This design comes from an exercise in tuning for small area and a short achievable clock period on the open sky130 flow, not from production work.
The clock port is modelled as an ideal driver; clocking choices that lean on that would not hold on a real chip.
Power and IR drop assume default switching activity.

Setup of the previous run:
==> flow/design.v <==
module g_inv(input a, output y);
    assign y = ~a;
endmodule
module g_nor3(input a, input b, input c, output y);
    assign y = ~(a | b | c);
endmodule
module g_nand4(input a, input b, input c, input d, output y);
    assign y = ~(a & b & c & d);
endmodule
module g_and2(input a, input b, output y);
    assign y = a & b;
endmodule
module g_aoi22(input a1, input a2, input b1, input b2, output y);
    assign y = ~((a1 & a2) | (b1 & b2));
endmodule
module g_aoi222(input a1, input a2, input b1, input b2, input c1, input c2, output y);
    assign y = ~((a1 & a2) | (b1 & b2) | (c1 & c2));
endmodule
module dec_lo(input [2:0] a, output [7:0] lo);
    wire [2:0] an;
    genvar k;
    generate
        for (k = 0; k < 3; k = k + 1) begin : i
            g_inv m(.a(a[k]), .y(an[k]));
        end
        for (k = 0; k < 8; k = k + 1) begin : d
            g_nor3 m(.a(k & 1 ? an[0] : a[0]), .b(k & 2 ? an[1] : a[1]),
                     .c(k & 4 ? an[2] : a[2]), .y(lo[k]));
        end
    endgenerate
endmodule
module dec_hi(input [2:0] a, input enable, input read_write,
              output [7:0] hi, output [7:0] hw, output nrd);
    wire wr = enable & read_write;
    wire rd = enable & ~read_write;
    wire [7:0] h = 8'b1 << a;
    assign hi  = h & {8{rd}};
    assign hw  = h & {8{wr}};
    assign nrd = ~rd;
endmodule
module rd_grp(input [7:0] d, input [7:0] sel, output y);
    wire [3:0] z;
    g_aoi22 o0(.a1(d[0]), .a2(sel[0]), .b1(d[1]), .b2(sel[1]), .y(z[0]));
    g_aoi22 o1(.a1(d[2]), .a2(sel[2]), .b1(d[3]), .b2(sel[3]), .y(z[1]));
    g_aoi22 o2(.a1(d[4]), .a2(sel[4]), .b1(d[5]), .b2(sel[5]), .y(z[2]));
    g_aoi22 o3(.a1(d[6]), .a2(sel[6]), .b1(d[7]), .b2(sel[7]), .y(z[3]));
    g_nand4 n(.a(z[0]), .b(z[1]), .c(z[2]), .d(z[3]), .y(y));
endmodule
module rd_col(input [7:0] g, input [7:0] sel, input nrd, input q, output y);
    wire [3:0] z;
    g_aoi22  o0(.a1(g[0]), .a2(sel[0]), .b1(g[1]), .b2(sel[1]), .y(z[0]));
    g_aoi22  o1(.a1(g[2]), .a2(sel[2]), .b1(g[3]), .b2(sel[3]), .y(z[1]));
    g_aoi22  o2(.a1(g[4]), .a2(sel[4]), .b1(g[5]), .b2(sel[5]), .y(z[2]));
    g_aoi222 o3(.a1(g[6]), .a2(sel[6]), .b1(g[7]), .b2(sel[7]), .c1(q), .c2(nrd), .y(z[3]));
    g_nand4 n(.a(z[0]), .b(z[1]), .c(z[2]), .d(z[3]), .y(y));
endmodule
module memory_design(output reg [7:0] data_output, input [7:0] data_input, input [5:0] address, input enable, read_write, clk);
    wire [7:0] lo [0:3];
    wire [7:0] hi, hw;
    wire       nrd;
    dec_hi dh(.a(address[5:3]), .enable(enable), .read_write(read_write),
              .hi(hi), .hw(hw), .nrd(nrd));
    wire [7:0] word [0:63];
    wire [7:0] grp  [0:7];
    wire [7:0] nxt;
    genvar i, j, b;
    generate
        for (j = 0; j < 4; j = j + 1) begin : dl
            dec_lo m(.a(address[2:0]), .lo(lo[j]));
        end
        for (i = 0; i < 64; i = i + 1) begin : w
            reg [7:0] q;
            wire we;
            g_and2 e(.a(hw[i/8]), .b(lo[i/16][i%8]), .y(we));
            always @(posedge clk)
                if (we)
                    q <= data_input;
            assign word[i] = q;
        end
        for (j = 0; j < 8; j = j + 1) begin : g
            for (b = 0; b < 8; b = b + 1) begin : c
                rd_grp m(.d({word[8*j+7][b], word[8*j+6][b], word[8*j+5][b], word[8*j+4][b],
                             word[8*j+3][b], word[8*j+2][b], word[8*j+1][b], word[8*j][b]}),
                         .sel(lo[j/2]), .y(grp[j][b]));
            end
        end
        for (b = 0; b < 8; b = b + 1) begin : r
            rd_col m(.g({grp[7][b], grp[6][b], grp[5][b], grp[4][b],
                         grp[3][b], grp[2][b], grp[1][b], grp[0][b]}),
                     .sel(hi), .nrd(nrd), .q(data_output[b]), .y(nxt[b]));
        end
    endgenerate
    always @(posedge clk)
        data_output <= nxt;
endmodule
export LEC_CHECK = 0
export CAP_MARGIN = 20
export CORE_MARGIN = 2
export CORE_UTILIZATION = 60
export CTS_CLUSTER_DIAMETER = 100
export CTS_CLUSTER_SIZE = 30
export SETUP_SLACK_MARGIN = 1.4
export SLEW_MARGIN = 20
export SYNTH_HIERARCHICAL = 1
create_clock -name core_clock -period 3.0 [get_ports {clk}]
standard.sh (not shown) runs the stock make flow with config.mk's settings and CLKGATE_MAP_FILE= SYNTH_SCRIPT=/design/flow/synth_recipe.tcl, a recipe that flattens the netlist after the stock synthesis.
==> flow/flow/run.sh <==
#!/bin/bash
# The standard layout with these changes:
# - the port buffers are buf_4 cells, not the resizer's default pick (a slow
#   delay buffer);
# - before floorplanning, combinational cells are set back to drive 1
#   (downsize.tcl), leaving their sizing to the flow's timing repairs;
# - the steps that size or insert cells don't use delay or low-power cells
#   (dontuse.tcl).
# Tool output goes to std.log.
F=$PWD/flow
bash standard.sh 'BUFFER_PORTS_ARGS=-buffer_cell sky130_fd_sc_hd__buf_4' \
  "PRE_FLOORPLAN_TCL=$F/pre_floorplan.tcl" \
  "PRE_GLOBAL_PLACE_TCL=$F/dontuse.tcl" \
  "PRE_RESIZE_TCL=$F/dontuse.tcl" \
  "PRE_DETAIL_PLACE_TCL=$F/dontuse.tcl" \
  "PRE_CTS_TCL=$F/dontuse.tcl" \
  "PRE_GLOBAL_ROUTE_TCL=$F/dontuse.tcl" \
  "PRE_REPAIR_TIMING_POST_PLACE_TCL=$F/dontuse.tcl" \
  finish > std.log 2>&1
==> flow/flow/dontuse.tcl <==
# Keep the timing repairs from picking slow delay and low-power cells for
# logic and port buffers.
set_dont_use {sky130_fd_sc_hd__clkinvlp_* sky130_fd_sc_hd__clkdlybuf4s* sky130_fd_sc_hd__dlygate* sky130_fd_sc_hd__dlymetal*}
==> flow/flow/downsize.tcl <==
# Before floorplanning: set every combinational cell that synthesis sized up
# back to its smallest (drive 1) variant of the same footprint; the timing
# repairs later in the flow size up what the layout's timing needs.
set db [ord::get_db]
set n 0
foreach inst [[ord::get_db_block] getInsts] {
  set name [[$inst getMaster] getName]
  if {![regexp {^(sky130_fd_sc_hd__[a-z0-9]+)_([0-9]+)$} $name -> base drive]} { continue }
  if {$drive == 1} { continue }
  if {[regexp {__(df|edf|sdf|sedf|dl|conb|tap|fill|decap|buf|clkbuf|clkdly|dlygate|dlymetal)} $base]} { continue }
  set m [$db findMaster ${base}_1]
  if {$m eq "NULL" || $m eq ""} { continue }
  $inst swapMaster $m
  incr n
}
puts "downsize.tcl: set $n cells to drive 1"
==> flow/flow/pre_floorplan.tcl <==
source [file join [file dirname [info script]] dontuse.tcl]
source [file join [file dirname [info script]] downsize.tcl]
The inputs of the current run differ from those of the previous run as listed below.
--- a/flow/design.v
+++ b/flow/design.v
@@ -14,6 +14,6 @@
     assign y = ~((a1 & a2) | (b1 & b2));
 endmodule
-module g_aoi222(input a1, input a2, input b1, input b2, input c1, input c2, output y);
-    assign y = ~((a1 & a2) | (b1 & b2) | (c1 & c2));
+module g_aoi221(input a1, input a2, input b1, input b2, input c, output y);
+    assign y = ~((a1 & a2) | (b1 & b2) | c);
 endmodule
 module dec_lo(input [2:0] a, output [7:0] lo);
@@ -52,9 +52,11 @@
     g_aoi22  o1(.a1(g[2]), .a2(sel[2]), .b1(g[3]), .b2(sel[3]), .y(z[1]));
     g_aoi22  o2(.a1(g[4]), .a2(sel[4]), .b1(g[5]), .b2(sel[5]), .y(z[2]));
-    g_aoi222 o3(.a1(g[6]), .a2(sel[6]), .b1(g[7]), .b2(sel[7]), .c1(q), .c2(nrd), .y(z[3]));
+    wire h;
+    g_and2   a(.a(q), .b(nrd), .y(h));
+    g_aoi221 o3(.a1(g[6]), .a2(sel[6]), .b1(g[7]), .b2(sel[7]), .c(h), .y(z[3]));
     g_nand4 n(.a(z[0]), .b(z[1]), .c(z[2]), .d(z[3]), .y(y));
 endmodule
 module memory_design(output reg [7:0] data_output, input [7:0] data_input, input [5:0] address, input enable, read_write, clk);
-    wire [7:0] lo [0:3];
+    wire [7:0] lo [0:7];
     wire [7:0] hi, hw;
     wire       nrd;
@@ -66,5 +68,5 @@
     genvar i, j, b;
     generate
-        for (j = 0; j < 4; j = j + 1) begin : dl
+        for (j = 0; j < 8; j = j + 1) begin : dl
             dec_lo m(.a(address[2:0]), .lo(lo[j]));
         end
@@ -72,5 +74,5 @@
             reg [7:0] q;
             wire we;
-            g_and2 e(.a(hw[i/8]), .b(lo[i/16][i%8]), .y(we));
+            g_and2 e(.a(hw[i/8]), .b(lo[i/8][i%8]), .y(we));
             always @(posedge clk)
                 if (we)
@@ -82,5 +84,5 @@
                 rd_grp m(.d({word[8*j+7][b], word[8*j+6][b], word[8*j+5][b], word[8*j+4][b],
                              word[8*j+3][b], word[8*j+2][b], word[8*j+1][b], word[8*j][b]}),
-                         .sel(lo[j/2]), .y(grp[j][b]));
+                         .sel(lo[j]), .y(grp[j][b]));
             end
         end
## What came out
Going from the previous run to the current run, overall die area moved up, non-filler instance count after layout shows an increase of 25.
Share of total power in sequential cells across the previous run and the current run: no real change.
Relative to the previous run, maximum frequency increased by 74 MHz in the current run.
Against the previous run, the final cell area of the current run is lower.
No run of this note included a check of the RTL's function; only the layout flow was run.

re-timing with driven ports:
No port has a modelled driver above. Below, the same layouts with a new extraction and two added sets of constraints. Step 1 (the two cells are an assumption about what drives the block):
set clk [get_ports {clk}]
set_driving_cell -lib_cell sky130_fd_sc_hd__clkbuf_16 $clk
set_driving_cell -lib_cell sky130_fd_sc_hd__buf_2 [delete_from_list [all_inputs] $clk]
Step 2 adds t to the input delays and takes it off the output delays; t is the mean of the earliest and latest rising clock arrival at the registers after step 1. Input paths then give back, and output paths get back, about the clock's delay inside the block. a / b / c = ideal ports / drivers / drivers and shift; a / b = the first two.
| run | shift t [ns] | slack for setup (ns) | clock arrival spread, ns |
|---|---|---|---|
| the previous run | 0.595 | 1.067 / 1.055 / 0.460 | 0.034 / 0.034 |
| the current run | 0.611 | 1.307 / 1.198 / 0.587 | 0.028 / 0.028 |
After both steps every run listed still meets setup and hold. For the current run, which loses most, drivers alone change the setup slack by -0.109 ns; drivers and shift together by -0.720 ns.
